From an optimization exercise on the open Yosys and OpenROAD flow, aimed at small area, a short achievable clock period and few clock cycles; shortcuts taken in it are not production practice. Only simulation tests tie the RTL to the original design; equivalence was not proved.

==> flow/run.sh <==
#!/bin/bash
# Standard layout (the standard.sh, unchanged synthesis and steps), with
# the port buffers made from sky130_fd_sc_hd__buf_1 instead of the flow's
# default pick. Every tool's output goes to standard.log here.
set -euo pipefail
export BUFFER_PORTS_ARGS="-buffer_cell sky130_fd_sc_hd__buf_1"
bash standard.sh > standard.log 2>&1
==> standard.sh <==
#!/bin/bash
# synth_recipe.tcl (not shown) runs the flow's synth.tcl, then flattens the netlist and writes it again
# the make line also repeats each setting of config.mk as NAME=value (left out here)
make -C /OpenROAD-flow-scripts/flow DESIGN_CONFIG=/design/flow/config.mk WORK_HOME=/design/flow/orfs CLKGATE_MAP_FILE= SYNTH_SCRIPT=/design/flow/synth_recipe.tcl "${@:-finish}"
==> config.mk <==
export PLATFORM = sky130hd
export DESIGN_NAME = SequentialMultiplier
export DESIGN_NICKNAME = SequentialMultiplier
export VERILOG_FILES = /design/flow/design.v
export SDC_FILE = /design/flow/constraint.sdc
export NUM_CORES = 4
export LEC_CHECK = 0
export CAP_MARGIN = 20
export CORE_MARGIN = 2
export CORE_UTILIZATION = 40
export SETUP_SLACK_MARGIN = 1.3
export SLEW_MARGIN = 20
export SYNTH_HIERARCHICAL = 1
==> constraint.sdc <==
create_clock -name core_clock -period 4.0 [get_ports {clock}]
set_input_delay 0.8000 -clock core_clock [delete_from_list [all_inputs] [get_ports {clock}]]
set_output_delay 0.8000 -clock core_clock [all_outputs]
set_load 0.01 [all_outputs]
==> design.v <==
module SequentialMultiplier(clock, reset, multiplicand, multiplier, product, ready, start);
    parameter N = 32;
    input clock;
    input reset;
    input [N-1:0] multiplicand, multiplier;
    output [2*N-1:0] product;
    output ready;
    input start;
    logic busy;
    logic first;                         
    logic [2:0] count;                   
    logic [N-1:0] m_register;
    logic b0;                            
    logic [34:0] acc_s, acc_c;       
    logic [N-1:0] ph_register;           
    logic [N-1:0] pl_register;           
    logic [3:0] one, two, neg;      
    logic [7:0] pend_s, pend_c;          
    logic pend_n;                        
    logic [1:0] pend_ci;                 
    wire go = start & ~busy;
    wire accumulate = busy & ~count[2];
    wire resolve = busy & count[2];
    assign ready = ~busy;
    wire [8:0] bb = go ? {multiplier[8:1], 1'b0} : pl_register[15:7];
    wire [3:0] one_d, two_d, neg_d;
    genvar j;
    generate
        for (j = 0; j < 4; j = j + 1) begin : enc
            assign one_d[j] = bb[2*j+1] ^ bb[2*j];
            assign two_d[j] = (bb[2*j+2] & ~bb[2*j+1] & ~bb[2*j]) | (~bb[2*j+2] & bb[2*j+1] & bb[2*j]);
            assign neg_d[j] = bb[2*j+2] & ~(bb[2*j+1] & bb[2*j]);
        end
    endgenerate
    wire [34:0] sum_in = first ? {3'b0, m_register & {N{b0}}} : acc_s;
    wire [34:0] carry_in = first ? {1'b1, 34'b0} : acc_c;
    wire inj41 = ~(count[1] & count[0]);
    wire [N:0] m1 = {1'b0, m_register};
    wire [N:0] m2 = {m_register, 1'b0};
    wire [33:0] row0 = {~neg[0], ({33{one[0]}} & m1 | {33{two[0]}} & m2) ^ {33{neg[0]}}};
    wire [33:0] row1 = {~neg[1], ({33{one[1]}} & m1 | {33{two[1]}} & m2) ^ {33{neg[1]}}};
    wire [33:0] row2 = {~neg[2], ({33{one[2]}} & m1 | {33{two[2]}} & m2) ^ {33{neg[2]}}};
    wire [33:0] row3 = {~neg[3], ({33{one[3]}} & m1 | {33{two[3]}} & m2) ^ {33{neg[3]}}};
    wire hs0, hc0;
    HalfAdder ha0 (carry_in[3], sum_in[3], hs0, hc0);
    wire hs1, hc1;
    HalfAdder ha1 (carry_in[4], sum_in[4], hs1, hc1);
    wire fs0, fc0;
    FullAdder fa0 (carry_in[5], sum_in[5], neg[2], fs0, fc0);
    wire hs2, hc2;
    HalfAdder ha2 (row0[4], row1[2], hs2, hc2);
    wire fs1, fc1;
    FullAdder fa1 (carry_in[6], sum_in[6], row0[5], fs1, fc1);
    wire hs3, hc3;
    HalfAdder ha3 (row1[3], row2[1], hs3, hc3);
    wire fs2, fc2;
    FullAdder fa2 (carry_in[7], sum_in[7], row0[6], fs2, fc2);
    wire fs3, fc3;
    FullAdder fa3 (row1[4], row2[2], row3[0], fs3, fc3);
    wire fs4, fc4;
    FullAdder fa4 (carry_in[8], sum_in[8], row0[7], fs4, fc4);
    wire fs5, fc5;
    FullAdder fa5 (row1[5], row2[3], row3[1], fs5, fc5);
    wire fs6, fc6;
    FullAdder fa6 (carry_in[9], sum_in[9], row0[8], fs6, fc6);
    wire fs7, fc7;
    FullAdder fa7 (row1[6], row2[4], row3[2], fs7, fc7);
    wire fs8, fc8;
    FullAdder fa8 (carry_in[10], sum_in[10], row0[9], fs8, fc8);
    wire fs9, fc9;
    FullAdder fa9 (row1[7], row2[5], row3[3], fs9, fc9);
    wire fs10, fc10;
    FullAdder fa10 (carry_in[11], sum_in[11], row0[10], fs10, fc10);
    wire fs11, fc11;
    FullAdder fa11 (row1[8], row2[6], row3[4], fs11, fc11);
    wire fs12, fc12;
    FullAdder fa12 (carry_in[12], sum_in[12], row0[11], fs12, fc12);
    wire fs13, fc13;
    FullAdder fa13 (row1[9], row2[7], row3[5], fs13, fc13);
    wire fs14, fc14;
    FullAdder fa14 (carry_in[13], sum_in[13], row0[12], fs14, fc14);
    wire fs15, fc15;
    FullAdder fa15 (row1[10], row2[8], row3[6], fs15, fc15);
    wire fs16, fc16;
    FullAdder fa16 (carry_in[14], sum_in[14], row0[13], fs16, fc16);
    wire fs17, fc17;
    FullAdder fa17 (row1[11], row2[9], row3[7], fs17, fc17);
    wire fs18, fc18;
    FullAdder fa18 (carry_in[15], sum_in[15], row0[14], fs18, fc18);
    wire fs19, fc19;
    FullAdder fa19 (row1[12], row2[10], row3[8], fs19, fc19);
    wire fs20, fc20;
    FullAdder fa20 (carry_in[16], sum_in[16], row0[15], fs20, fc20);
    wire fs21, fc21;
    FullAdder fa21 (row1[13], row2[11], row3[9], fs21, fc21);
    wire fs22, fc22;
    FullAdder fa22 (carry_in[17], sum_in[17], row0[16], fs22, fc22);
    wire fs23, fc23;
    FullAdder fa23 (row1[14], row2[12], row3[10], fs23, fc23);
    wire fs24, fc24;
    FullAdder fa24 (carry_in[18], sum_in[18], row0[17], fs24, fc24);
    wire fs25, fc25;
    FullAdder fa25 (row1[15], row2[13], row3[11], fs25, fc25);
    wire fs26, fc26;
    FullAdder fa26 (carry_in[19], sum_in[19], row0[18], fs26, fc26);
    wire fs27, fc27;
    FullAdder fa27 (row1[16], row2[14], row3[12], fs27, fc27);
    wire fs28, fc28;
    FullAdder fa28 (carry_in[20], sum_in[20], row0[19], fs28, fc28);
    wire fs29, fc29;
    FullAdder fa29 (row1[17], row2[15], row3[13], fs29, fc29);
    wire fs30, fc30;
    FullAdder fa30 (carry_in[21], sum_in[21], row0[20], fs30, fc30);
    wire fs31, fc31;
    FullAdder fa31 (row1[18], row2[16], row3[14], fs31, fc31);
    wire fs32, fc32;
    FullAdder fa32 (carry_in[22], sum_in[22], row0[21], fs32, fc32);
    wire fs33, fc33;
    FullAdder fa33 (row1[19], row2[17], row3[15], fs33, fc33);
    wire fs34, fc34;
    FullAdder fa34 (carry_in[23], sum_in[23], row0[22], fs34, fc34);
    wire fs35, fc35;
    FullAdder fa35 (row1[20], row2[18], row3[16], fs35, fc35);
    wire fs36, fc36;
    FullAdder fa36 (carry_in[24], sum_in[24], row0[23], fs36, fc36);
    wire fs37, fc37;
    FullAdder fa37 (row1[21], row2[19], row3[17], fs37, fc37);
    wire fs38, fc38;
    FullAdder fa38 (carry_in[25], sum_in[25], row0[24], fs38, fc38);
    wire fs39, fc39;
    FullAdder fa39 (row1[22], row2[20], row3[18], fs39, fc39);
    wire fs40, fc40;
    FullAdder fa40 (carry_in[26], sum_in[26], row0[25], fs40, fc40);
    wire fs41, fc41;
    FullAdder fa41 (row1[23], row2[21], row3[19], fs41, fc41);
    wire fs42, fc42;
    FullAdder fa42 (carry_in[27], sum_in[27], row0[26], fs42, fc42);
    wire fs43, fc43;
    FullAdder fa43 (row1[24], row2[22], row3[20], fs43, fc43);
    wire fs44, fc44;
    FullAdder fa44 (carry_in[28], sum_in[28], row0[27], fs44, fc44);
    wire fs45, fc45;
    FullAdder fa45 (row1[25], row2[23], row3[21], fs45, fc45);
    wire fs46, fc46;
    FullAdder fa46 (carry_in[29], sum_in[29], row0[28], fs46, fc46);
    wire fs47, fc47;
    FullAdder fa47 (row1[26], row2[24], row3[22], fs47, fc47);
    wire fs48, fc48;
    FullAdder fa48 (carry_in[30], sum_in[30], row0[29], fs48, fc48);
    wire fs49, fc49;
    FullAdder fa49 (row1[27], row2[25], row3[23], fs49, fc49);
    wire fs50, fc50;
    FullAdder fa50 (carry_in[31], sum_in[31], row0[30], fs50, fc50);
    wire fs51, fc51;
    FullAdder fa51 (row1[28], row2[26], row3[24], fs51, fc51);
    wire fs52, fc52;
    FullAdder fa52 (carry_in[32], sum_in[32], row0[31], fs52, fc52);
    wire fs53, fc53;
    FullAdder fa53 (row1[29], row2[27], row3[25], fs53, fc53);
    wire fs54, fc54;
    FullAdder fa54 (carry_in[33], sum_in[33], row0[32], fs54, fc54);
    wire fs55, fc55;
    FullAdder fa55 (row1[30], row2[28], row3[26], fs55, fc55);
    wire fs56, fc56;
    FullAdder fa56 (carry_in[34], sum_in[34], row0[33], fs56, fc56);
    wire fs57, fc57;
    FullAdder fa57 (row1[31], row2[29], row3[27], fs57, fc57);
    wire fs58 = ~(row1[32] ^ row2[30]);
    wire fc58 = row1[32] | row2[30];
    wire hs4, hc4;
    HalfAdder ha4 (carry_in[1], sum_in[1], hs4, hc4);
    wire hs5, hc5;
    HalfAdder ha5 (carry_in[2], sum_in[2], hs5, hc5);
    wire fs59, fc59;
    FullAdder fa59 (hs0, neg[1], row0[2], fs59, fc59);
    wire fs60, fc60;
    FullAdder fa60 (hc0, hs1, row0[3], fs60, fc60);
    wire fs61, fc61;
    FullAdder fa61 (hc1, row2[0], fs0, fs61, fc61);
    wire fs62, fc62;
    FullAdder fa62 (fc0, hc2, hs3, fs62, fc62);
    wire fs63, fc63;
    FullAdder fa63 (hc3, fc1, fs2, fs63, fc63);
    wire fs64, fc64;
    FullAdder fa64 (fc2, fc3, fs4, fs64, fc64);
    wire fs65, fc65;
    FullAdder fa65 (fc4, fc5, fs6, fs65, fc65);
    wire fs66, fc66;
    FullAdder fa66 (fc6, fc7, fs8, fs66, fc66);
    wire fs67, fc67;
    FullAdder fa67 (fc8, fc9, fs10, fs67, fc67);
    wire fs68, fc68;
    FullAdder fa68 (fc10, fc11, fs12, fs68, fc68);
    wire fs69, fc69;
    FullAdder fa69 (fc12, fc13, fs14, fs69, fc69);
    wire fs70, fc70;
    FullAdder fa70 (fc14, fc15, fs16, fs70, fc70);
    wire fs71, fc71;
    FullAdder fa71 (fc16, fc17, fs18, fs71, fc71);
    wire fs72, fc72;
    FullAdder fa72 (fc18, fc19, fs20, fs72, fc72);
    wire fs73, fc73;
    FullAdder fa73 (fc20, fc21, fs22, fs73, fc73);
    wire fs74, fc74;
    FullAdder fa74 (fc22, fc23, fs24, fs74, fc74);
    wire fs75, fc75;
    FullAdder fa75 (fc24, fc25, fs26, fs75, fc75);
    wire fs76, fc76;
    FullAdder fa76 (fc26, fc27, fs28, fs76, fc76);
    wire fs77, fc77;
    FullAdder fa77 (fc28, fc29, fs30, fs77, fc77);
    wire fs78, fc78;
    FullAdder fa78 (fc30, fc31, fs32, fs78, fc78);
    wire fs79, fc79;
    FullAdder fa79 (fc32, fc33, fs34, fs79, fc79);
    wire fs80, fc80;
    FullAdder fa80 (fc34, fc35, fs36, fs80, fc80);
    wire fs81, fc81;
    FullAdder fa81 (fc36, fc37, fs38, fs81, fc81);
    wire fs82, fc82;
    FullAdder fa82 (fc38, fc39, fs40, fs82, fc82);
    wire fs83, fc83;
    FullAdder fa83 (fc40, fc41, fs42, fs83, fc83);
    wire fs84, fc84;
    FullAdder fa84 (fc42, fc43, fs44, fs84, fc84);
    wire fs85, fc85;
    FullAdder fa85 (fc44, fc45, fs46, fs85, fc85);
    wire fs86, fc86;
    FullAdder fa86 (fc46, fc47, fs48, fs86, fc86);
    wire fs87, fc87;
    FullAdder fa87 (fc48, fc49, fs50, fs87, fc87);
    wire fs88, fc88;
    FullAdder fa88 (fc50, fc51, fs52, fs88, fc88);
    wire fs89, fc89;
    FullAdder fa89 (fc52, fc53, fs54, fs89, fc89);
    wire fs90, fc90;
    FullAdder fa90 (fc54, fc55, fs56, fs90, fc90);
    wire fs91, fc91;
    FullAdder fa91 (row3[28], fc56, fc57, fs91, fc91);
    wire fs92, fc92;
    FullAdder fa92 (row1[33], row2[31], row3[29], fs92, fc92);
    wire hs6 = ~row2[32];
    wire hc6 = row2[32];
    wire hs7, hc7;
    HalfAdder ha7 (hs4, neg[0], hs7, hc7);
    wire fs93, fc93;
    FullAdder fa93 (hc4, hs5, row0[1], fs93, fc93);
    wire fs94, fc94;
    FullAdder fa94 (hc5, row1[0], fs59, fs94, fc94);
    wire fs95, fc95;
    FullAdder fa95 (row1[1], fc59, fs60, fs95, fc95);
    wire fs96, fc96;
    FullAdder fa96 (hs2, fc60, fs61, fs96, fc96);
    wire fs97, fc97;
    FullAdder fa97 (fs1, fc61, fs62, fs97, fc97);
    wire fs98, fc98;
    FullAdder fa98 (fs3, fc62, fs63, fs98, fc98);
    wire fs99, fc99;
    FullAdder fa99 (fs5, fc63, fs64, fs99, fc99);
    wire fs100, fc100;
    FullAdder fa100 (fs7, fc64, fs65, fs100, fc100);
    wire fs101, fc101;
    FullAdder fa101 (fs9, fc65, fs66, fs101, fc101);
    wire fs102, fc102;
    FullAdder fa102 (fs11, fc66, fs67, fs102, fc102);
    wire fs103, fc103;
    FullAdder fa103 (fs13, fc67, fs68, fs103, fc103);
    wire fs104, fc104;
    FullAdder fa104 (fs15, fc68, fs69, fs104, fc104);
    wire fs105, fc105;
    FullAdder fa105 (fs17, fc69, fs70, fs105, fc105);
    wire fs106, fc106;
    FullAdder fa106 (fs19, fc70, fs71, fs106, fc106);
    wire fs107, fc107;
    FullAdder fa107 (fs21, fc71, fs72, fs107, fc107);
    wire fs108, fc108;
    FullAdder fa108 (fs23, fc72, fs73, fs108, fc108);
    wire fs109, fc109;
    FullAdder fa109 (fs25, fc73, fs74, fs109, fc109);
    wire fs110, fc110;
    FullAdder fa110 (fs27, fc74, fs75, fs110, fc110);
    wire fs111, fc111;
    FullAdder fa111 (fs29, fc75, fs76, fs111, fc111);
    wire fs112, fc112;
    FullAdder fa112 (fs31, fc76, fs77, fs112, fc112);
    wire fs113, fc113;
    FullAdder fa113 (fs33, fc77, fs78, fs113, fc113);
    wire fs114, fc114;
    FullAdder fa114 (fs35, fc78, fs79, fs114, fc114);
    wire fs115, fc115;
    FullAdder fa115 (fs37, fc79, fs80, fs115, fc115);
    wire fs116, fc116;
    FullAdder fa116 (fs39, fc80, fs81, fs116, fc116);
    wire fs117, fc117;
    FullAdder fa117 (fs41, fc81, fs82, fs117, fc117);
    wire fs118, fc118;
    FullAdder fa118 (fs43, fc82, fs83, fs118, fc118);
    wire fs119, fc119;
    FullAdder fa119 (fs45, fc83, fs84, fs119, fc119);
    wire fs120, fc120;
    FullAdder fa120 (fs47, fc84, fs85, fs120, fc120);
    wire fs121, fc121;
    FullAdder fa121 (fs49, fc85, fs86, fs121, fc121);
    wire fs122, fc122;
    FullAdder fa122 (fs51, fc86, fs87, fs122, fc122);
    wire fs123, fc123;
    FullAdder fa123 (fs53, fc87, fs88, fs123, fc123);
    wire fs124, fc124;
    FullAdder fa124 (fs55, fc88, fs89, fs124, fc124);
    wire fs125, fc125;
    FullAdder fa125 (fs57, fc89, fs90, fs125, fc125);
    wire fs126, fc126;
    FullAdder fa126 (fs58, fc90, fs91, fs126, fc126);
    wire fs127, fc127;
    FullAdder fa127 (fc58, fs92, fc91, fs127, fc127);
    wire fs128, fc128;
    FullAdder fa128 (row3[30], hs6, fc92, fs128, fc128);
    wire fs129, fc129;
    FullAdder fa129 (row2[33], row3[31], hc6, fs129, fc129);
    wire hs8 = ~row3[32];
    wire hc8 = row3[32];
    wire [42:0] tx = {1'b0, inj41, row3[33], hs8, fs129, fs128, fc126, fc125, fc124, fc123, fc122, fc121, fc120, fc119, fc118, fc117, fc116, fc115, fc114, fc113, fc112, fc111, fc110, fc109, fc108, fc107, fc106, fc105, fc104, fc103, fc102, fc101, fc100, fc99, fc98, fc97, fc96, fc95, fc94, fc93, hc7, hs7, carry_in[0]};
    wire [42:0] ty = {1'b0, 1'b0, hc8, fc129, fc128, fc127, fs127, fs126, fs125, fs124, fs123, fs122, fs121, fs120, fs119, fs118, fs117, fs116, fs115, fs114, fs113, fs112, fs111, fs110, fs109, fs108, fs107, fs106, fs105, fs104, fs103, fs102, fs101, fs100, fs99, fs98, fs97, fs96, fs95, fs94, fs93, row0[0], sum_in[0]};
    wire [39:0] fsum;
    wire [1:0] low_ci;
    FinalAdder final_add ({acc_s[N-1:0], pend_s}, {acc_c[N-1:0], pend_c}, pend_n, pend_ci, fsum, low_ci);
    wire [7:0] low = fsum[7:0];
    wire [N-1:0] hi = fsum[39:8];
    assign product = {ph_register, pl_register};
    always_ff @(posedge clock) begin
        if (~busy)
            m_register <= multiplicand;
        if (go)
            b0 <= multiplier[0];
        one <= one_d;
        two <= two_d;
        neg <= neg_d;
        pend_s <= tx[7:0];
        pend_c <= ty[7:0];
        pend_n <= neg[3];
        pend_ci <= first ? 2'b0 : low_ci;
        acc_s <= tx[42:8];
        acc_c <= ty[42:8];
        if (resolve)
            ph_register <= hi;
        if (go)
            pl_register <= {1'b0, multiplier[N-1:1]};
        else if (busy)
            pl_register <= {low, pl_register[N-1:8]};
    end
    always_ff @(posedge clock or posedge reset) begin
        if (reset)
            first <= 1'b0;
        else
            first <= go;
    end
    always_ff @(posedge clock or posedge reset) begin
        if (reset) begin
            busy <= 1'b0;
            count <= '0;
        end else if (go) begin
            busy <= 1'b1;
            count <= '0;
        end else if (busy) begin
            count <= count + 1'b1;
            if (count == 3'd4)
                busy <= 1'b0;
        end
    end
endmodule
module FinalAdder(input [39:0] x, input [39:0] y, input n, input [1:0] ci,
                  output [39:0] sum, output [1:0] low_ci);
    wire [39:0] z = {32'b0, n, 5'b0, ci};
    wire [39:0] u = x ^ y ^ z;
    wire [40:0] v = {(x & y) | ((x | y) & z), 1'b0};
    wire c8;
    wire p0, g0;
    HalfAdder pg0 (u[0], v[0], p0, g0);
    wire p1, g1;
    HalfAdder pg1 (u[1], v[1], p1, g1);
    wire p2, g2;
    HalfAdder pg2 (u[2], v[2], p2, g2);
    wire p3, g3;
    HalfAdder pg3 (u[3], v[3], p3, g3);
    wire p4, g4;
    HalfAdder pg4 (u[4], v[4], p4, g4);
    wire p5, g5;
    HalfAdder pg5 (u[5], v[5], p5, g5);
    wire p6, g6;
    HalfAdder pg6 (u[6], v[6], p6, g6);
    wire p7, g7;
    HalfAdder pg7 (u[7], v[7], p7, g7);
    wire p8, g8;
    HalfAdder pg8 (u[8], v[8], p8, g8);
    wire p9, g9;
    HalfAdder pg9 (u[9], v[9], p9, g9);
    wire p10, g10;
    HalfAdder pg10 (u[10], v[10], p10, g10);
    wire p11, g11;
    HalfAdder pg11 (u[11], v[11], p11, g11);
    wire p12, g12;
    HalfAdder pg12 (u[12], v[12], p12, g12);
    wire p13, g13;
    HalfAdder pg13 (u[13], v[13], p13, g13);
    wire p14, g14;
    HalfAdder pg14 (u[14], v[14], p14, g14);
    wire p15, g15;
    HalfAdder pg15 (u[15], v[15], p15, g15);
    wire p16, g16;
    HalfAdder pg16 (u[16], v[16], p16, g16);
    wire p17, g17;
    HalfAdder pg17 (u[17], v[17], p17, g17);
    wire p18, g18;
    HalfAdder pg18 (u[18], v[18], p18, g18);
    wire p19, g19;
    HalfAdder pg19 (u[19], v[19], p19, g19);
    wire p20, g20;
    HalfAdder pg20 (u[20], v[20], p20, g20);
    wire p21, g21;
    HalfAdder pg21 (u[21], v[21], p21, g21);
    wire p22, g22;
    HalfAdder pg22 (u[22], v[22], p22, g22);
    wire p23, g23;
    HalfAdder pg23 (u[23], v[23], p23, g23);
    wire p24, g24;
    HalfAdder pg24 (u[24], v[24], p24, g24);
    wire p25, g25;
    HalfAdder pg25 (u[25], v[25], p25, g25);
    wire p26, g26;
    HalfAdder pg26 (u[26], v[26], p26, g26);
    wire p27, g27;
    HalfAdder pg27 (u[27], v[27], p27, g27);
    wire p28, g28;
    HalfAdder pg28 (u[28], v[28], p28, g28);
    wire p29, g29;
    HalfAdder pg29 (u[29], v[29], p29, g29);
    wire p30, g30;
    HalfAdder pg30 (u[30], v[30], p30, g30);
    wire p31, g31;
    HalfAdder pg31 (u[31], v[31], p31, g31);
    wire p32, g32;
    HalfAdder pg32 (u[32], v[32], p32, g32);
    wire p33, g33;
    HalfAdder pg33 (u[33], v[33], p33, g33);
    wire p34, g34;
    HalfAdder pg34 (u[34], v[34], p34, g34);
    wire p35, g35;
    HalfAdder pg35 (u[35], v[35], p35, g35);
    wire p36, g36;
    HalfAdder pg36 (u[36], v[36], p36, g36);
    wire p37, g37;
    HalfAdder pg37 (u[37], v[37], p37, g37);
    wire p38, g38;
    HalfAdder pg38 (u[38], v[38], p38, g38);
    wire p39, g39;
    HalfAdder pg39 (u[39], v[39], p39, g39);
    wire G0;
    AndOr go0 (p1, g0, g1, G0);
    wire G1;
    AndOr go1 (p3, g2, g3, G1);
    wire P1;
    And2 po1 (p3, p2, P1);
    wire G2;
    AndOr go2 (p5, g4, g5, G2);
    wire P2;
    And2 po2 (p5, p4, P2);
    wire G3;
    AndOr go3 (p7, g6, g7, G3);
    wire P3;
    And2 po3 (p7, p6, P3);
    wire G4;
    AndOr go4 (p9, g8, g9, G4);
    wire P4;
    And2 po4 (p9, p8, P4);
    wire G5;
    AndOr go5 (p11, g10, g11, G5);
    wire P5;
    And2 po5 (p11, p10, P5);
    wire G6;
    AndOr go6 (p13, g12, g13, G6);
    wire P6;
    And2 po6 (p13, p12, P6);
    wire G7;
    AndOr go7 (p15, g14, g15, G7);
    wire P7;
    And2 po7 (p15, p14, P7);
    wire G8;
    AndOr go8 (p17, g16, g17, G8);
    wire P8;
    And2 po8 (p17, p16, P8);
    wire G9;
    AndOr go9 (p19, g18, g19, G9);
    wire P9;
    And2 po9 (p19, p18, P9);
    wire G10;
    AndOr go10 (p21, g20, g21, G10);
    wire P10;
    And2 po10 (p21, p20, P10);
    wire G11;
    AndOr go11 (p23, g22, g23, G11);
    wire P11;
    And2 po11 (p23, p22, P11);
    wire G12;
    AndOr go12 (p25, g24, g25, G12);
    wire P12;
    And2 po12 (p25, p24, P12);
    wire G13;
    AndOr go13 (p27, g26, g27, G13);
    wire P13;
    And2 po13 (p27, p26, P13);
    wire G14;
    AndOr go14 (p29, g28, g29, G14);
    wire P14;
    And2 po14 (p29, p28, P14);
    wire G15;
    AndOr go15 (p31, g30, g31, G15);
    wire P15;
    And2 po15 (p31, p30, P15);
    wire G16;
    AndOr go16 (p33, g32, g33, G16);
    wire P16;
    And2 po16 (p33, p32, P16);
    wire G17;
    AndOr go17 (p35, g34, g35, G17);
    wire P17;
    And2 po17 (p35, p34, P17);
    wire G18;
    AndOr go18 (p37, g36, g37, G18);
    wire P18;
    And2 po18 (p37, p36, P18);
    wire G19;
    AndOr go19 (p39, g38, g39, G19);
    wire P19;
    And2 po19 (p39, p38, P19);
    wire G20;
    AndOr go20 (p2, G0, g2, G20);
    wire G21;
    AndOr go21 (P1, G0, G1, G21);
    wire G22;
    AndOr go22 (p6, G2, g6, G22);
    wire P22;
    And2 po22 (p6, P2, P22);
    wire G23;
    AndOr go23 (P3, G2, G3, G23);
    wire P23;
    And2 po23 (P3, P2, P23);
    wire G24;
    AndOr go24 (p10, G4, g10, G24);
    wire P24;
    And2 po24 (p10, P4, P24);
    wire G25;
    AndOr go25 (P5, G4, G5, G25);
    wire P25;
    And2 po25 (P5, P4, P25);
    wire G26;
    AndOr go26 (p14, G6, g14, G26);
    wire P26;
    And2 po26 (p14, P6, P26);
    wire G27;
    AndOr go27 (P7, G6, G7, G27);
    wire P27;
    And2 po27 (P7, P6, P27);
    wire G28;
    AndOr go28 (p18, G8, g18, G28);
    wire P28;
    And2 po28 (p18, P8, P28);
    wire G29;
    AndOr go29 (P9, G8, G9, G29);
    wire P29;
    And2 po29 (P9, P8, P29);
    wire G30;
    AndOr go30 (p22, G10, g22, G30);
    wire P30;
    And2 po30 (p22, P10, P30);
    wire G31;
    AndOr go31 (P11, G10, G11, G31);
    wire P31;
    And2 po31 (P11, P10, P31);
    wire G32;
    AndOr go32 (p26, G12, g26, G32);
    wire P32;
    And2 po32 (p26, P12, P32);
    wire G33;
    AndOr go33 (P13, G12, G13, G33);
    wire P33;
    And2 po33 (P13, P12, P33);
    wire G34;
    AndOr go34 (p30, G14, g30, G34);
    wire P34;
    And2 po34 (p30, P14, P34);
    wire G35;
    AndOr go35 (P15, G14, G15, G35);
    wire P35;
    And2 po35 (P15, P14, P35);
    wire G36;
    AndOr go36 (p34, G16, g34, G36);
    wire P36;
    And2 po36 (p34, P16, P36);
    wire G37;
    AndOr go37 (P17, G16, G17, G37);
    wire P37;
    And2 po37 (P17, P16, P37);
    wire G38;
    AndOr go38 (p38, G18, g38, G38);
    wire P38;
    And2 po38 (p38, P18, P38);
    wire G39;
    AndOr go39 (P19, G18, G19, G39);
    wire P39;
    And2 po39 (P19, P18, P39);
    wire G40;
    AndOr go40 (p4, G21, g4, G40);
    wire G41;
    AndOr go41 (P2, G21, G2, G41);
    wire G42;
    AndOr go42 (P22, G21, G22, G42);
    wire G43;
    AndOr go43 (P23, G21, G23, G43);
    wire G44;
    AndOr go44 (p12, G25, g12, G44);
    wire P44;
    And2 po44 (p12, P25, P44);
    wire G45;
    AndOr go45 (P6, G25, G6, G45);
    wire P45;
    And2 po45 (P6, P25, P45);
    wire G46;
    AndOr go46 (P26, G25, G26, G46);
    wire P46;
    And2 po46 (P26, P25, P46);
    wire G47;
    AndOr go47 (P27, G25, G27, G47);
    wire P47;
    And2 po47 (P27, P25, P47);
    wire G48;
    AndOr go48 (p20, G29, g20, G48);
    wire P48;
    And2 po48 (p20, P29, P48);
    wire G49;
    AndOr go49 (P10, G29, G10, G49);
    wire P49;
    And2 po49 (P10, P29, P49);
    wire G50;
    AndOr go50 (P30, G29, G30, G50);
    wire P50;
    And2 po50 (P30, P29, P50);
    wire G51;
    AndOr go51 (P31, G29, G31, G51);
    wire P51;
    And2 po51 (P31, P29, P51);
    wire G52;
    AndOr go52 (p28, G33, g28, G52);
    wire P52;
    And2 po52 (p28, P33, P52);
    wire G53;
    AndOr go53 (P14, G33, G14, G53);
    wire P53;
    And2 po53 (P14, P33, P53);
    wire G54;
    AndOr go54 (P34, G33, G34, G54);
    wire P54;
    And2 po54 (P34, P33, P54);
    wire G55;
    AndOr go55 (P35, G33, G35, G55);
    wire P55;
    And2 po55 (P35, P33, P55);
    wire G56;
    AndOr go56 (p36, G37, g36, G56);
    wire P56;
    And2 po56 (p36, P37, P56);
    wire G57;
    AndOr go57 (P18, G37, G18, G57);
    wire P57;
    And2 po57 (P18, P37, P57);
    wire G58;
    AndOr go58 (P38, G37, G38, G58);
    wire P58;
    And2 po58 (P38, P37, P58);
    wire G59;
    AndOr go59 (P39, G37, G39, G59);
    wire P59;
    And2 po59 (P39, P37, P59);
    wire G60;
    AndOr go60 (p8, G43, g8, G60);
    wire G61;
    AndOr go61 (P4, G43, G4, G61);
    wire G62;
    AndOr go62 (P24, G43, G24, G62);
    wire G63;
    AndOr go63 (P25, G43, G25, G63);
    wire G64;
    AndOr go64 (P44, G43, G44, G64);
    wire G65;
    AndOr go65 (P45, G43, G45, G65);
    wire G66;
    AndOr go66 (P46, G43, G46, G66);
    wire G67;
    AndOr go67 (P47, G43, G47, G67);
    wire G68;
    AndOr go68 (p24, G51, g24, G68);
    wire P68;
    And2 po68 (p24, P51, P68);
    wire G69;
    AndOr go69 (P12, G51, G12, G69);
    wire P69;
    And2 po69 (P12, P51, P69);
    wire G70;
    AndOr go70 (P32, G51, G32, G70);
    wire P70;
    And2 po70 (P32, P51, P70);
    wire G71;
    AndOr go71 (P33, G51, G33, G71);
    wire P71;
    And2 po71 (P33, P51, P71);
    wire G72;
    AndOr go72 (P52, G51, G52, G72);
    wire P72;
    And2 po72 (P52, P51, P72);
    wire G73;
    AndOr go73 (P53, G51, G53, G73);
    wire P73;
    And2 po73 (P53, P51, P73);
    wire G74;
    AndOr go74 (P54, G51, G54, G74);
    wire P74;
    And2 po74 (P54, P51, P74);
    wire G75;
    AndOr go75 (P55, G51, G55, G75);
    wire P75;
    And2 po75 (P55, P51, P75);
    wire G76;
    AndOr go76 (p16, G67, g16, G76);
    wire G77;
    AndOr go77 (P8, G67, G8, G77);
    wire G78;
    AndOr go78 (P28, G67, G28, G78);
    wire G79;
    AndOr go79 (P29, G67, G29, G79);
    wire G80;
    AndOr go80 (P48, G67, G48, G80);
    wire G81;
    AndOr go81 (P49, G67, G49, G81);
    wire G82;
    AndOr go82 (P50, G67, G50, G82);
    wire G83;
    AndOr go83 (P51, G67, G51, G83);
    wire G84;
    AndOr go84 (P68, G67, G68, G84);
    wire G85;
    AndOr go85 (P69, G67, G69, G85);
    wire G86;
    AndOr go86 (P70, G67, G70, G86);
    wire G87;
    AndOr go87 (P71, G67, G71, G87);
    wire G88;
    AndOr go88 (P72, G67, G72, G88);
    wire G89;
    AndOr go89 (P73, G67, G73, G89);
    wire G90;
    AndOr go90 (P74, G67, G74, G90);
    wire G91;
    AndOr go91 (P75, G67, G75, G91);
    wire G92;
    AndOr go92 (p32, G91, g32, G92);
    wire G93;
    AndOr go93 (P16, G91, G16, G93);
    wire G94;
    AndOr go94 (P36, G91, G36, G94);
    wire G95;
    AndOr go95 (P37, G91, G37, G95);
    wire G96;
    AndOr go96 (P56, G91, G56, G96);
    wire G97;
    AndOr go97 (P57, G91, G57, G97);
    wire G98;
    AndOr go98 (P58, G91, G58, G98);
    wire G99;
    AndOr go99 (P59, G91, G59, G99);
    assign sum[0] = p0;
    Xor2 sx1 (p1, g0, sum[1]);
    Xor2 sx2 (p2, G0, sum[2]);
    Xor2 sx3 (p3, G20, sum[3]);
    Xor2 sx4 (p4, G21, sum[4]);
    Xor2 sx5 (p5, G40, sum[5]);
    Xor2 sx6 (p6, G41, sum[6]);
    Xor2 sx7 (p7, G42, sum[7]);
    Xor2 sx8 (p8, G43, sum[8]);
    Xor2 sx9 (p9, G60, sum[9]);
    Xor2 sx10 (p10, G61, sum[10]);
    Xor2 sx11 (p11, G62, sum[11]);
    Xor2 sx12 (p12, G63, sum[12]);
    Xor2 sx13 (p13, G64, sum[13]);
    Xor2 sx14 (p14, G65, sum[14]);
    Xor2 sx15 (p15, G66, sum[15]);
    Xor2 sx16 (p16, G67, sum[16]);
    Xor2 sx17 (p17, G76, sum[17]);
    Xor2 sx18 (p18, G77, sum[18]);
    Xor2 sx19 (p19, G78, sum[19]);
    Xor2 sx20 (p20, G79, sum[20]);
    Xor2 sx21 (p21, G80, sum[21]);
    Xor2 sx22 (p22, G81, sum[22]);
    Xor2 sx23 (p23, G82, sum[23]);
    Xor2 sx24 (p24, G83, sum[24]);
    Xor2 sx25 (p25, G84, sum[25]);
    Xor2 sx26 (p26, G85, sum[26]);
    Xor2 sx27 (p27, G86, sum[27]);
    Xor2 sx28 (p28, G87, sum[28]);
    Xor2 sx29 (p29, G88, sum[29]);
    Xor2 sx30 (p30, G89, sum[30]);
    Xor2 sx31 (p31, G90, sum[31]);
    Xor2 sx32 (p32, G91, sum[32]);
    Xor2 sx33 (p33, G92, sum[33]);
    Xor2 sx34 (p34, G93, sum[34]);
    Xor2 sx35 (p35, G94, sum[35]);
    Xor2 sx36 (p36, G95, sum[36]);
    Xor2 sx37 (p37, G96, sum[37]);
    Xor2 sx38 (p38, G97, sum[38]);
    Xor2 sx39 (p39, G98, sum[39]);
    assign c8 = G43;
    assign low_ci = {1'b0, c8} + {1'b0, v[8]};
endmodule
module AndOr(input a, input b, input c, output y);
    assign y = (a & b) | c;
endmodule
module And2(input a, input b, output y);
    assign y = a & b;
endmodule
module Xor2(input a, input b, output y);
    assign y = a ^ b;
endmodule
module FullAdder(input a, input b, input c, output s, output co);
    assign s = a ^ b ^ c;
    assign co = (a & b) | (a & c) | (b & c);
endmodule
module HalfAdder(input a, input b, output s, output co);
    assign s = a ^ b;
    assign co = a & b;
endmodule
==> results of run 1 <==
## worst max-delay path, cell delays in order (launching register included)
cell     delay [ns]
dfxtp_2        0.33
fa_1           0.58
ha_4           0.21
and2_4         0.15
a21o_1         0.18
a21o_4         0.20
a21o_4         0.25
a21o_4         0.25
a21o_1         0.17
xor2_1         0.15
## cell families after synthesis
kind of cell / synth area share (%)
AO/OA/AOI/OAI: 14.2
adder cells (fa/ha/maj): 26.3
multiplexers: 0.0791
buffers and inverters: 4.60
AND/OR/NAND/NOR: 8.71
other: 0.0527
XOR/XNOR: 11.0
flip-flops: 35.0
## Yosys stat by module (local to each module, per instance)
module / cells inside / copies in the design / area, µm²
SequentialMultiplier: 865 / 1 / 9100
FinalAdder: 43 / 1 / 543
FullAdder: 1 / 129 / 20.0
HalfAdder: 1 / 47 / 12.5
Xor2: 1 / 39 / 8.76
AndOr: 1 / 96 / 7.51
And2: 1 / 58 / 6.26
## state kept, by name, summed over array words and instances (netlist names)
signal / count
pend_s: 8
count: 3
m_register: 32
pend_c: 8
acc_s: 34
two: 4
one: 4
pend_ci: 2
busy: 1
ph_register: 32
acc_c: 33
first: 1
pend_n: 1
b0: 1
pl_register: 32
neg: 4
## cells in the mapped netlist, types with 3 or more instances
| cell type | count | area share, % |
|---|---|---|
| a21o_1 | 99 | 5.2 |
| a21oi_1 | 7 | 0.25 |
| a21oi_2 | 3 | 0.18 |
| a22oi_1 | 124 | 6.5 |
| a32o_1 | 3 | 0.21 |
| and2_1 | 60 | 2.6 |
| buf_2 | 49 | 1.7 |
| buf_4 | 4 | 0.21 |
| clkbuf_1 | 42 | 1.1 |
| dfrtp_1 | 5 | 0.88 |
| dfxtp_1 | 99 | 14 |
| edfxtp_1 | 96 | 20 |
| fa_1 | 132 | 19 |
| ha_1 | 88 | 7.7 |
| inv_1 | 47 | 1.2 |
| nand2_1 | 108 | 2.8 |
| nand3_1 | 32 | 1.1 |
| nor2b_1 | 38 | 1.7 |
| o21ai_0 | 42 | 1.5 |
| or3b_1 | 3 | 0.18 |
| xnor2_1 | 136 | 8.4 |
| xor2_1 | 43 | 2.6 |
## stage by stage
step	setup slack, ns	instance area [µm²]	hold slack (ns)	utilization, %
2_1_floorplan	1.30	14300	0.326	-
3_3_place_gp	1.14	15000	0.499	42.6
3_5_place_dp	1.12	15000	0.491	42.6
4_1_cts	1.25	15800	0.208	44.6
5_1_grt	1.17	15800	0.226	44.8
6_report	1.26	15800	0.224	44.8
## per-layer routing
| metal | track usage [%] | wire, µm | vias up |
|---|---|---|---|
| li1 | - | - | 4512 |
| met1 | 27.0 | 15700 | 4720 |
| met2 | 31.2 | 16300 | 267 |
| met3 | 4.11 | 1950 | 27 |
| met4 | 4.55 | 431 | 0 |
| met5 | 0 | 0 | - |
## layout make-up
type | instances | area, µm²
repair buffers | 160 | 768
flip-flops and latches | 200 | 5010
inverters | 48 | 180
clock buffers | 19 | 443
multi-input cells | 932 | 8650
clock inverters | 13 | 184
well taps | 461 | 577
fillers | 3306 | 19500
## final timing paths
path	cells after the start	slack (ns)	from	to
setup reg to reg	9	1.26	pend_c[7]	ph_register[30]
hold / removal	2	0.22	reset	busy
min in group core_clock	1	0.50	acc_c[0]	pend_s[0]
setup / recovery	9	1.26	pend_c[7]	ph_register[30]
hold reg to reg	1	0.50	acc_c[0]	pend_s[0]
max in group asynchronous	2	3.56	reset	first
## repair_timing
action / in CTS / in global routing
setup buffers: 8 / 2
pin swaps: 5 / 0
endpoints found under the setup margin: 70 / 55
resized for setup: 7 / 15
==> flow_summary.yaml, run 1 <==
synthesis:
  syn-cell-area_um2: 14200
  synth_cells: 1277
  synth_ff_type: "dfxtp_1"
  yosysUniqueCellTypes: 34
  ys_seq_area_share_pct: 35.0
  postSynth.asyncResetShare_pct: 2.50
  ys_seq_elements: 200
  yosys_warnings: 7
  synth_edf_count: 96
  syn_avg_cell_area_um2: 11.1
worst_setup_path:
  cp.arrival_ns: 2.94
  cp_max_fo: 8
  cp-end-kind: "flip-flop"
  required_ns: 4.21
  crit_type: "flip-flop to flip-flop"
  start_kind: "flip-flop"
floorplan:
  initial_utilization_pct: 40.3
  die_h_um: 193
  dieWidth_um: 193
  die-area_um2: 37100
  pin_count: 132
  num_rows: 69
  coreArea_um2: 35300
clock_network:
  clock_latency_ns: 0.46
  clock_path_buffers: 2
  path_clk_slew_ns: 0.08
  numClockSinks: 200
  cts-buffers-inserted: 17
  htree_levels: 4
  holdBufCountCts: 0
  root_buffer: "clkbuf_16"
  cts_tree: "built"
grt:
  antenna_found_initial: 0
  grt_usage_pct: 19.5
  grt_pass1_vias: 9895
  grt_max_degree: 50
  overflow: 0
  grt_pass1_wl_um: 55300
sta:
  finalHoldViolCount: 0
  slew_viol_final: 0
  finalCriticalPeriod_ns: 2.74
  worstMarginPinSlew_ns: 0.990
  fin_skew_ns: 0.0131
  fin_tns_setup_ns: 0
  fin_crit_sh_pct: 68.5
  relSlewSlack_pct: 34.0
  setup_viol: 0
  max_freq_mhz: 365
  rsz0062_at_grt: "true"
placement:
  dpl.cell_count: 1791
  portBuffers: 131
  gp_congestion: 0.823
  dp_hpwl_um: 24700
drt:
  drtAntennaViolNets: 0
  dr_total_vias: 9526
  routed_wl_um: 34400
  vias_per_cell: 5.20
  drc_errors: 0
  drtIter0Drc: 686
  drtPass1Iterations: 5
  wl_per_cell_um: 18.8
final_layout:
  mostFrequentLayoutCell: "xnor2_1"
  stdcell_count: 1833
  final_cell_mix: "xnor2_1, fa_1, buf_1, a22oi_1, nand2_1"
  syn2layout_area_growth_pct: 11.1
  final_nets: 1646
  drive_gt1_share_pct: 6.12
  num_antenna_cells: 0
run_status:
  status: "complete, no violations"
run:
  cap_violations: 0
hold_path:
  min_path_type: "primary input to async pin"
Testbench counts, summed over its fixed seeds: cycles 28,808.
==> inputs of run 2 (changes only) <==
--- a/config.mk
+++ b/config.mk
@@ -8,6 +8,7 @@
 export CAP_MARGIN = 20
 export CORE_MARGIN = 2
 export CORE_UTILIZATION = 40
-export SETUP_SLACK_MARGIN = 1.3
+export PLACE_DENSITY = 0.8
+export SETUP_SLACK_MARGIN = 1.2
 export SLEW_MARGIN = 20
 export SYNTH_HIERARCHICAL = 1
==> run 2 against run 1 <==
Critical endpoint is now ph_register[31]. Critical path depth is the same. First-iteration DRC count grew 43%. Critical path type unchanged. Register-to-register slack lost 0.02 ns. Sequential share of layout area is essentially flat.
==> flow_summary.yaml, run 2 <==
run_status:
  status: "complete, no violations"
floorplan:
  dieWidth_um: 193
  die-area_um2: 37100
  die_h_um: 193
  coreArea_um2: 35300
  num_rows: 69
  pin_count: 132
  initial_utilization_pct: 40.3
clock_network:
  clock_latency_ns: 0.46
  htree_levels: 4
  numClockSinks: 200
  path_clk_slew_ns: 0.08
  cts-buffers-inserted: 17
  clock_path_buffers: 2
  cts_tree: "built"
  root_buffer: "clkbuf_16"
synthesis:
  synth_top_cell_by_area: "edfxtp_1"
  syn_avg_cell_area_um2: 11.1
  syn-cell-area_um2: 14200
  yosysMostFrequentCell: "xnor2_1"
  synth_ff_type: "dfxtp_1"
  ys_seq_elements: 200
  ys_seq_area_share_pct: 35.0
  postSynth.asyncResetShare_pct: 2.50
  yosysUniqueCellTypes: 34
  yosys-top-cells-area: "edfxtp_1, fa_1, dfxtp_1"
  synth_edf_count: 96
  synthTopCellsByCount: "xnor2_1, fa_1, a22oi_1, nand2_1"
  yosys_warnings: 7
  synth_cells: 1277
  synth_top_area_share_pct: 20.2
worst_setup_path:
  crit_family: "compound AO/OA/AOI/OAI gates"
  critPathMaxStageDelay_ns: 0.58
  worstPathCellList: "fa_1 -> ha_4 -> and2_4 -> and2_4 -> a21o_4 -> a21o_4 -> a21o_4 -> a21o_1 -> xor2_1"
  required_ns: 4.20
  crit_type: "flip-flop to flip-flop"
  cp_max_fo: 8
  start_kind: "flip-flop"
  path_buf_inv: 0
  crit_top_cell: "a21o_4"
  cp-end-kind: "flip-flop"
  cp.arrival_ns: 2.96
  critical_path.slowest_cell: "fa_1"
drt:
  vias_per_cell: 5.45
  drc_errors: 0
  wl_per_cell_um: 19.0
  routed_wl_um: 34800
  dr_total_vias: 9999
  drtAntennaViolNets: 0
  drtPass1Iterations: 5
  drtIter0Drc: 982
grt:
  grt_usage_pct: 19.2
  grt_max_degree: 61
  grt_pass1_wl_um: 54900
  antenna_found_initial: 0
  grt_pass1_vias: 10200
  overflow: 0
final_layout:
  final_cell_mix: "xnor2_1, fa_1, buf_1, a22oi_1, nand2_1"
  syn2layout_area_growth_pct: 10.9
  largest_reg_flops: 34
  drive_gt1_share_pct: 6.34
  num_antenna_cells: 0
  regMostFlops: "acc_s"
  mostFrequentLayoutCell: "xnor2_1"
  num-fill-cells: 3161
  largest_registers: "acc_s: 34 flops, acc_c: 33 flops"
  final_nets: 1647
sta:
  fin_skew_ns: 0.0145
  setup_viol: 0
  worstMarginPinSlew_ns: 0.862
  rsz0062_at_grt: "true"
  slew_viol_final: 0
  max_freq_mhz: 362
  relSlewSlack_pct: 42.5
  fin_tns_setup_ns: 0
  finalHoldViolCount: 0
  finalCriticalPeriod_ns: 2.76
  fin_crit_sh_pct: 69.1
  holdWs_ns: 0.224
placement:
  dp_hpwl_um: 24700
  gp_congestion: 0.906
  portBuffers: 131
run:
  cap_violations: 0
hold_path:
  min_path_type: "primary input to async pin"
run 2: cell types whose count changed in the layout (fill, tap and decap cells not counted), moves of 2 or more:
cell,change
ha_1,-2
clkinv_8,-3
dfxtp_2,+2
buf_4,+6
o21ai_0,+3
inv_6,+4
buf_6,-5
o21ai_1,-3
run 2: cells by family (layout without fill, tap and decap cells):
group                      count (synthesis)  count (layout)  synth area share [%]
buffers and inverters                    146             241                  4.60
muxes                                      1               1                0.0791
DFF                                      200             200                  35.0
xor gates and xnor gates                 179             179                  11.0
AOI/OAI and AO/OA                        283             283                  14.2
adders and majority gates                220             220                  26.3
and+or+nand+nor                          246             246                  8.71
other                                      2               3                0.0527
run 2: per-module statistics from Yosys, one instance, submodules excluded:
module	times used	cells inside	flops+latches	area (µm²)
FullAdder	129	1	0	20.0
HalfAdder	47	1	0	12.5
And2	58	1	0	6.26
SequentialMultiplier	1	865	200	9100
FinalAdder	1	43	0	543
AndOr	96	1	0	7.51
Xor2	39	1	0	8.76
run 2: final timing paths:
path | cells after the start | slack, ns | to | start
min in group core_clock | 2 | 0.48 | pl_register[31] | pl_register[31]
max in group asynchronous | 2 | 3.55 | first | reset
setup reg to reg | 9 | 1.24 | ph_register[31] | pend_n
hold reg to reg | 2 | 0.48 | pl_register[31] | pl_register[31]
setup / recovery | 9 | 1.24 | ph_register[31] | pend_n
hold / removal | 2 | 0.22 | count[0] | reset
run 2: cell type report:
class                           count  area, µm²  share of cell area, %
Inverter                           48        180                   1.14
Tap cell                          461        577                   3.65
Clock inverter                     15        178                   1.12
Multi-Input combinational cell    932       8670                   54.9
Clock buffer                       17        425                   2.69
Sequential cell                   200       5010                   31.7
Timing Repair Buffer              161        762                   4.82
run 2: per-layer routing:
layer,GRT usage [%],part of all wire (%)
met1,25.6,41
met2,30.7,47
met3,3.84,8.7
met4,7.22,3.1
met5,0,0
run 2: repair_timing:
item / 4_1_cts / 5_1_grt
pin swaps: 4 / 14
gates resized for setup: 8 / 9
setup buffers: 7 / 4
endpoints found under the setup margin: 68 / 60
hold buffers: 0 / 0
gates cloned: 0 / 0
run 2: stage by stage:
step                      std cells  cell area [µm²]  util, %  worst slack [ns]
after floorplan                1278            14200        -              1.20
after global placement         1791            15000     42.5             0.978
after detailed placement       1791            15000     42.5             0.913
after CTS                      1830            15700     44.5              1.20
after global routing           1834            15800     44.7              1.16
final                          1834            15800     44.7              1.24
==> inputs of run 3 (changes only) <==
--- a/config.mk
+++ b/config.mk
@@ -8,7 +8,6 @@
 export CAP_MARGIN = 20
 export CORE_MARGIN = 2
 export CORE_UTILIZATION = 40
-export PLACE_DENSITY = 0.8
 export SETUP_SLACK_MARGIN = 1.2
 export SLEW_MARGIN = 20
 export SYNTH_HIERARCHICAL = 1
==> run 3 against run 2 <==
Highest routed layer is now met5. Critical path depth stayed put. Die area stayed put. Global-route usage is 0.058 points higher. Flip-flop and latch count stayed put. Setup slack better by 0.024 ns. Still clean on timing, DRC and antenna.
==> flow_summary.yaml, run 3 <==
grt:
  grt_usage_pct: 19.2
  grt_max_degree: 49
  grt_pass1_vias: 9800
  grt_pass1_wl_um: 54600
  overflow: 0
  antenna_found_initial: 1
clock_network:
  clock_latency_ns: 0.46
  cts-buffers-inserted: 17
  cts_tree: "built"
  root_buffer: "clkbuf_16"
  htree_levels: 4
  holdBufCountCts: 0
  numClockSinks: 200
  clock_path_buffers: 2
  path_clk_slew_ns: 0.08
drt:
  routed-wl-met3_um: 1940
  wl_per_cell_um: 18.5
  wl_met2_um: 16200
  drtAntennaViolNets: 0
  top_layer_used: "met5"
  drtIter0Drc: 672
  drtPass1Iterations: 5
  routed_wl_um: 34000
  dr_total_vias: 9630
  vias_per_cell: 5.25
  drc_errors: 0
  met1Wirelength_um: 15400
worst_setup_path:
  start_kind: "flip-flop"
  reg2reg_depth: 9
  reg2reg_from: "pend_c[7]"
  reg2reg_to: "ph_register[30]"
  cp_max_fo: 8
  crit_type: "flip-flop to flip-flop"
  required_ns: 4.22
  r2r_slack_ns: 1.26
  cp.arrival_ns: 2.95
  cp-end-kind: "flip-flop"
run:
  cap_violations: 0
synthesis:
  synth_top_area_share_pct: 20.2
  yosys_warnings: 7
  ys_seq_elements: 200
  synth_edf_count: 96
  synth_compound_area_share_pct: 14.2
  synth_ff_type: "dfxtp_1"
  postSynth.asyncResetShare_pct: 2.50
  ys_seq_area_share_pct: 35.0
  synth_top_family_by_area: "adder cells"
  yosysMostFrequentCell: "xnor2_1"
  syn-cell-area_um2: 14200
  synth-simple-area-share_pct: 8.71
  yosysUniqueCellTypes: 34
  synth_xor_xnor_area_share_pct: 11.0
  synth_cells: 1277
  yosys-top-cells-area: "edfxtp_1, fa_1, dfxtp_1"
  synthTopCellsByCount: "xnor2_1, fa_1, a22oi_1, nand2_1"
  synth_top_cell_by_area: "edfxtp_1"
  muxShareOfSynthArea_pct: 0.0791
  syn_avg_cell_area_um2: 11.1
  synthAdderAreaFrac_pct: 26.3
sta:
  fin_skew_ns: 0.0141
  setup_viol: 0
  fin_crit_sh_pct: 68.5
  fin_tns_setup_ns: 0
  worstMarginPinSlew_ns: 1.02
  relSlewSlack_pct: 32.1
  max_freq_mhz: 365
  slew_viol_final: 0
  finalHoldViolCount: 0
  rsz0062_at_grt: "true"
  holdWs_ns: 0.228
  finalCriticalPeriod_ns: 2.74
placement:
  portBuffers: 131
  dp_hpwl_um: 24500
  gp_congestion: 0.813
final_layout:
  largest_reg_flops: 34
  regMostFlops: "acc_s"
  drive_gt1_share_pct: 6.26
  final_nets: 1648
  mostFrequentLayoutCell: "xnor2_1"
  num_antenna_cells: 0
  syn2layout_area_growth_pct: 10.5
  final_cell_mix: "xnor2_1, fa_1, buf_1, a22oi_1, nand2_1"
  largest_registers: "acc_s: 34 flops, acc_c: 33 flops"
floorplan:
  dieWidth_um: 193
  coreArea_um2: 35300
  die_h_um: 193
  die-area_um2: 37100
  initial_utilization_pct: 40.3
  pin_count: 132
  num_rows: 69
run_status:
  status: "complete, no violations"
hold_path:
  min_path_type: "primary input to async pin"
-- run 3: cell counts after synthesis --
Identical to the previous run, type by type.
-- run 3: kinds of logic (layout without fill, tap and decap cells) --
kind of cell    count (synthesis)  count (layout)
xor+xnor                      179             179
mux                             1               1
flops                         200             200
simple gates                  246             246
compound gates                283             283
buf+inv                       146             242
fa+ha+maj                     220             220
other cells                     2               3
-- run 3: per-layer routing --
metal | GRT usage [%] | vias to the layer above
met5 | 0 | -
met4 | 4.79 | 2
met3 | 3.51 | 24
met1 | 26.8 | 4790
met2 | 30.8 | 296
li1 | - | 4518
-- run 3: worst max path at each step --
stage | from | endpoint | slack [ns] | depth (start not counted)
4_1_cts | neg[2] | acc_c[4] | 1.20 | 5
2_1_floorplan | pend_c[7] | ph_register[28] | 1.20 | 9
3_5_place_dp | pend_c[7] | ph_register[31] | 0.88 | 9
5_1_grt | pend_c[1] | ph_register[30] | 1.18 | 9
6_report | pend_c[7] | ph_register[30] | 1.26 | 9
3_3_place_gp | pend_c[7] | ph_register[30] | 0.91 | 9
-- run 3: per-module statistics from Yosys, one instance, submodules excluded --
module                cells  flip-flops and latches
AndOr                     1                       0
SequentialMultiplier    865                     200
Xor2                      1                       0
HalfAdder                 1                       0
FullAdder                 1                       0
And2                      1                       0
FinalAdder               43                       0
-- run 3: cell type report --
class	instances	area [µm²]
clock inverters	15	116
clock buffers	17	425
inverters	48	180
well taps	461	577
flip-flops and latches	200	5010
multi-input cells	932	8660
repair buffers	162	757
fillers	3353	19600
-- run 3: critical path, cell delays in order, from the launching register on --
cell,delay [ns]
dfxtp_2,0.32
fa_1,0.57
ha_4,0.21
and2_4,0.15
a21o_1,0.17
a21o_4,0.20
a21o_4,0.25
a21o_4,0.27
a21o_1,0.19
xor2_1,0.15
-- run 3: what timing repair did --
action	CTS	global route
setup buffers	4	5
endpoints found under the setup margin	28	41
gates resized for setup	6	13
pin swaps	4	4
-- run 3: stage by stage --
stage / utilization, % / cell area [µm²] / cells / setup WS, ns
after CTS: 44.3 / 15600 / 1830 / 1.20
after global routing: 44.5 / 15700 / 1835 / 1.18
after global placement: 42.6 / 15000 / 1794 / 0.914
final: 44.5 / 15700 / 1835 / 1.26
after detailed placement: 42.6 / 15000 / 1794 / 0.881
after floorplan: - / 14200 / 1278 / 1.20

-- afterwards: timing with drivers on the ports --
Ports are ideal in the flow. The routed layouts listed here were re-timed in OpenROAD.
Step 1: set_driving_cell puts a clkbuf_16 on clock and a buf_2 on each other input, an assumption about the parent block.
Step 2 moves the port delays by t, midway between the first and last clock arrival at a register: inputs arrive t later, outputs are due t later. That takes back most of the time a late clock gives input paths.
Three values: ideal, step 1, step 2; two values: the first two.
run	t (ns)	setup slack, ns	worst hold slack (ns)	slew at the worst register clock pin (ns)
run 1	0.500	1.262 / 1.262 / 1.262	0.224 / 0.207 / 0.501	0.08 / 0.08
run 2	0.499	1.237 / 1.237 / 1.237	0.224 / 0.195 / 0.481	0.08 / 0.08
run 3	0.500	1.261 / 1.261 / 1.261	0.228 / 0.201 / 0.501	0.08 / 0.08
After both steps every run listed still meets setup and hold.
